Background: an optimization exercise with open tools, aiming at small area and a short achievable clock period. Do not read the settings as production practice. Function was checked by simulation only, so behaviour that the tests miss may differ from the original.

===== design/flow/config.mk =====
export PLATFORM = sky130hd
export DESIGN_NAME = divider
export DESIGN_NICKNAME = divider
export VERILOG_FILES = /design/flow/design.v
export SDC_FILE = /design/flow/constraint.sdc
export NUM_CORES = 8
export LEC_CHECK = 0
export CAP_MARGIN = 20
export CORE_MARGIN = 2
export CORE_UTILIZATION = 40
export SLEW_MARGIN = 20

===== design/flow/constraint.sdc =====
create_clock -name core_clock -period 8.0 [get_ports {clk}]
set_input_delay 1.6000 -clock core_clock [delete_from_list [all_inputs] [get_ports {clk}]]
set_output_delay 1.6000 -clock core_clock [all_outputs]
set_load 0.01 [all_outputs]

===== design/flow/design.v =====
module divider
(
    input              clk,
    input              reset,
    input  [31:0]    A,
    input  [31:0]    B,
    input              start,
    input [7:0] Physical_address_in,
    input [31:0] PC_in,
    input divider_op_in,
    output reg divide_zero_exception,
    output reg [31:0] Result,
    output reg [7:0] Physical_address_out,
    output reg [31:0] PC_out,
    output reg             done
);
 localparam                      XLEN          = 32;
 localparam [31:0]               STAGE_LIST    = 32'b01010101010101010101010101010101;
   reg  [7:0]        Physical_address_in_reg [XLEN:0]; 
   reg [31:0]        PC_in_reg [XLEN:0];
   reg [3:0]         divider_op_in_reg [XLEN:0];
   reg               divide_zero_exception_reg [XLEN:0];
   reg               ready    [XLEN:0];
   reg [31:0]        dividend [XLEN:0];  
   reg [31:0]        divisor  [XLEN:0];
   reg [31:0]        quotient [XLEN:0];     
   wire [31:0]       quo, rem;
    always@(*) begin
        Physical_address_in_reg[0] = Physical_address_in;
        PC_in_reg[0] = PC_in;
        divider_op_in_reg[0] = divider_op_in;
        divide_zero_exception_reg[0] = (A != 0) && (B == 0);
        ready[0]    = start;    
        dividend[0] = A;
        divisor[0]  = B;
        quotient[0] = 0;
    end   
    generate
        genvar i;
        for (i = 0; i < XLEN; i = i + 1) begin: gen_div
            wire [i:0] m = dividend[i] >> (XLEN-i-1);
            wire [i:0] n = divisor[i];
            wire q = (|(divisor[i] >> (i+1))) ? 1'b0 : (m >= n);
            wire [i:0] t = q ? (m - n) : m;
            wire [XLEN-1:0] u = dividend[i] << (i+1);
            wire [XLEN+i:0] d = {t, u} >> (i+1);
            if (STAGE_LIST[XLEN-i-1]) begin: gen_ff
                always @ (posedge clk) begin
                    if (reset) begin
                        Physical_address_in_reg[i+1] <= 0;
                        PC_in_reg[i+1] <= 0;
                        divider_op_in_reg[i+1] <= 0;
                        divide_zero_exception_reg[i+1] <= 0;
                        ready[i+1] <= 0;
                        dividend[i+1] <= 0;
                        divisor[i+1] <= 0;
                        quotient[i+1] <= 0;
                    end else begin
                        Physical_address_in_reg[i+1] <= Physical_address_in_reg[i];
                        PC_in_reg[i+1] <= PC_in_reg[i];
                        divider_op_in_reg[i+1] <= divider_op_in_reg[i];
                        divide_zero_exception_reg[i+1] <= divide_zero_exception_reg[i];
                        ready[i+1] <= ready[i];
                        dividend[i+1] <= d;
                        divisor[i+1] <= divisor[i];
                        quotient[i+1] <= quotient[i] | (q << (XLEN-i-1));
                    end
                end
            end else begin: gen_comb
                always @* begin
                    Physical_address_in_reg[i+1] = Physical_address_in_reg[i];
                    PC_in_reg[i+1] = PC_in_reg[i];
                    divider_op_in_reg[i+1] = divider_op_in_reg[i];
                    divide_zero_exception_reg[i+1] = divide_zero_exception_reg[i];
                    ready[i+1]    = ready[i];
                    dividend[i+1] = d;
                    divisor[i+1]  = divisor[i];
                    quotient[i+1] = quotient[i] | (q << (XLEN-i-1));                  
                end
            end
        end
    endgenerate
    always @* begin
        Result = (divider_op_in_reg[XLEN] == 4'b0001) ? quo : rem;
        divide_zero_exception = divide_zero_exception_reg[XLEN];
        Physical_address_out = Physical_address_in_reg[XLEN];
        PC_out = PC_in_reg[XLEN];
        done = ready[XLEN];
    end
    assign quo = quotient[XLEN];
    assign rem = dividend[XLEN];
endmodule

===== design/flow/run.sh =====
#!/bin/bash
# synth_recipe.tcl (not shown) runs the flow's synth.tcl, then flattens the netlist and writes it again
# the make line also repeats each setting of config.mk as NAME=value (left out here)
make -C /OpenROAD-flow-scripts/flow DESIGN_CONFIG=/design/flow/config.mk WORK_HOME=/design/flow/orfs CLKGATE_MAP_FILE= SYNTH_SCRIPT=/design/flow/synth_recipe.tcl finish

==> run summary <==
==> per-layer routing <==
layer,GRT usage,vias to the layer above,share of wire
met5,0,-,0
met4,0.0560,0,0.027
met3,0.0264,287,0.042
met2,0.300,1193,0.45
met1,0.247,26900,0.48
li1,-,29600,-
==> synthesized netlist by cell type (all sizes together) (9+ instances only) <==
master | instances | area [um2]
o211ai | 29 | 223
a21oi | 468 | 2350
or4 | 12 | 90.1
o41ai | 14 | 168
a22o | 25 | 219
a221oi | 10 | 93.8
and2 | 23 | 144
a31oi | 51 | 334
o211a | 13 | 130
nand2 | 376 | 1410
nor2b | 1509 | 9440
o31a | 17 | 149
nand2b | 57 | 357
a2111oi | 9 | 78.8
a211o | 15 | 131
nor3 | 111 | 561
fa | 31 | 621
o21ai | 310 | 1560
or2 | 20 | 125
xor2 | 148 | 1300
buf | 41 | 214
a311oi | 13 | 120
nand4 | 75 | 469
and3 | 46 | 288
clkbuf | 269 | 1010
o31ai | 60 | 455
dfxtp | 1952 | 39100
a21o | 170 | 1280
a211oi | 87 | 678
or3 | 28 | 175
o2111ai | 10 | 87.6
nor4 | 87 | 544
nor2 | 736 | 2760
xnor2 | 238 | 2080
ha | 528 | 6610
o21bai | 56 | 420
mux2i | 58 | 581
inv | 461 | 1730
nand3 | 120 | 601
o21a | 70 | 526
a31o | 12 | 105
a21boi | 35 | 274
mux2 | 200 | 2270
==> worst max-delay path, delay by kind of cell (launching register included) <==
kind	cells	cell delay (ns)
adders and majority gates	2	0.76
buffers and inverters	3	0.67
AOI/OAI and AO/OA	12	3.90
DFF	1	0.41
and+or+nand+nor	6	1.41
==> final cells by class <==
cell class	instances	area, um2
inverters	461	1730
repair buffers	235	2320
clock inverters	95	1450
well taps	2688	3360
diodes	4	10.0
multi-input cells	5982	40800
flip-flops and latches	1952	39100
fillers	19400	111000
clock buffers	270	5590
==> per-stage QoR <==
step                 util  hold slack, ns
floorplan               -           0.414
global placement    0.425           0.415
detailed placement  0.425           0.420
CTS                 0.460           0.412
global route        0.460           0.428
finish              0.460           0.410
==> path summary, 6_finish.rpt <==
| path | start | endpoint | depth (start not counted) |
|---|---|---|---|
| max | divisor[30][1]$_SDFF_PP0_ | dividend[32][3]$_SDFF_PP0_ | 23 |
| min | divider_op_in_reg[16][0]$_SDFF_PP0_ | divider_op_in_reg[18][0]$_SDFF_PP0_ | 1 |
| max reg2reg | divisor[30][1]$_SDFF_PP0_ | dividend[32][3]$_SDFF_PP0_ | 23 |
| min reg2reg | divider_op_in_reg[16][0]$_SDFF_PP0_ | divider_op_in_reg[18][0]$_SDFF_PP0_ | 1 |
==> logic make-up after synthesis <==
logic type,count (synthesis),share of synthesized area
mux,258,0.0344
fa+ha+maj,559,0.0873
flops,1952,0.472
xor+xnor,386,0.0408
compound gates,1546,0.121
buf+inv,771,0.0357
simple gates,3233,0.208
==> metrics.yaml <==
placed_design:
  dpl_cell_area_mm2: 0.0873
  dp.cells: 11300
  preCtsSetupSlack_ns: 1.13
  place_hpwl_um: 149000
  port_buffers: 181
  gp_congestion: 0.923
worst_setup_path:
  cp.arrival_ns: 8.00
  ff2ff_setup_slack_ns: 0.78
  slowest_delay_ns: 0.75
  cp-start-kind: "flip-flop"
  critical_path_class: "reg -> reg"
  crit_chain: "inv_1 -> ha_1 -> nand3b_1 -> a21oi_1 -> o311ai_0 -> a31oi_1 -> o21ai_1 -> a211oi_1 -> o21ai_2 -> nand2_1 -> o21ai_0 -> inv_1 -> fa_1 -> nor2b_1 -> o21ai_0 -> a21bo_2 -> nand3_1 -> a21oi_1 -> nor4_1 -> o31a_1 -> nand2_1 -> inv_2 -> a32o_1"
  cp-end-kind: "flip-flop"
  required_ns: 8.77
  cp_max_fo: 19
  slowest_stage: "o311ai_0"
run_status:
  status: "finished clean"
synthesis:
  syn_nets: 9372
  yosysWarningCount: 9
  synth_area_mm2: 0.0828
  yosysUniqueCellTypes: 101
  synth_cells: 8705
  synth-edff-count: 0
  ys_seq_area_frac: 0.472
  postSynthAreaPerCell_um2: 9.51
  ys_async_sr_fraction: 0
  synth_ff_type: "dfxtp_1"
  ys_ff_latch: 1952
grt:
  antenna_found_initial: 13
  grt_pass1_vias: 56500
  grt_max_degree: 226
  grt_pass1_wl_um: 311000
  grt.overflow.total: 0
  track_usage: 0.183
sta:
  slew_headroom: 0.323
  fmax_mhz: 138
  timing.final.ws_setup_ns: 0.778
  setup_violations: 0
  timing_hold_violations_final: 0
  min_period_over_period: 0.903
  finalClockSkew_ns: 0.0313
  worst_slew_pin_slew_ns: 1.01
  min_period_ns: 7.22
  final_max_slew_viol_count: 0
  rsz0062_at_grt: "false"
  finalSetupTns_ns: 0
clocking:
  cts_tree: "yes"
  cts_buffers: 197
  cts.sinks: 1952
  cts_setup_buffers: 0
  cts_buffer_depth: 3
  htreeDepth: 4
  holdBufCountCts: 0
  clkLatencyLatePin_ns: 0.84
  cts_resized: 0
  cts_root_buf: "clkbuf_16"
  clk_pin_slew_ns: 0.06
floorplanning:
  die_x_um: 459
  row_count: 166
  die_h_um: 459
  die-area_mm2: 0.211
  io_pins: 182
  core_area_mm2: 0.205
  start_util: 0.403
route:
  routed_wl_um: 197000
  ant_nets: 0
  drt_pass1_iterations: 6
  route.vias.total: 58000
  drtIter0Drc: 3461
  post-route-drc-count: 0
  wl_per_cell_um: 16.9
  viasPerCell: 4.97
run:
  maxCapViolations: 0
layout:
  layout-drive-gt1-share: 0.0724
  stdcell_area_mm2: 0.0944
  areaGrowthSynthToFinish_pct: 14.0
  layout_common_cells: "1952 x dfxtp_1, 1509 x nor2b_1, 735 x nor2_1"
  nets: 9496
  layout_commonest_cell: "dfxtp_1"
  fin_cells: 11700
worst_hold_path:
  hold_class: "reg -> reg"
Testbench counts, summed over its fixed seeds: latency 384,000, ops 24,000.

-- static timing again, ports no longer ideal --
The results above use ideal ports. As a check the final layout listed here was re-extracted and re-timed, cells and wires unchanged.
Step 1 sets driving cells, clkbuf_16 on the clock port and buf_2 on the other inputs (assumed; they add their load-dependent delay and slew).
Step 2 adds t to the input delays and takes it off the output delays; t is the mean of the earliest and latest rising clock arrival at the registers after step 1. Input paths then give back, and output paths get back, about the clock's delay inside the block.
Slacks: ideal / step 1 / step 2; pairs: ideal / step 1.
shift t [ns]: 0.905
setup slack, ns: 0.778 / 0.778 / 0.778
cell pins on the clock port's net: 1
After both steps setup and hold are still met in this run. The setup slack of this run moves by 0.000 ns with the drivers and by 0.000 ns with both steps.
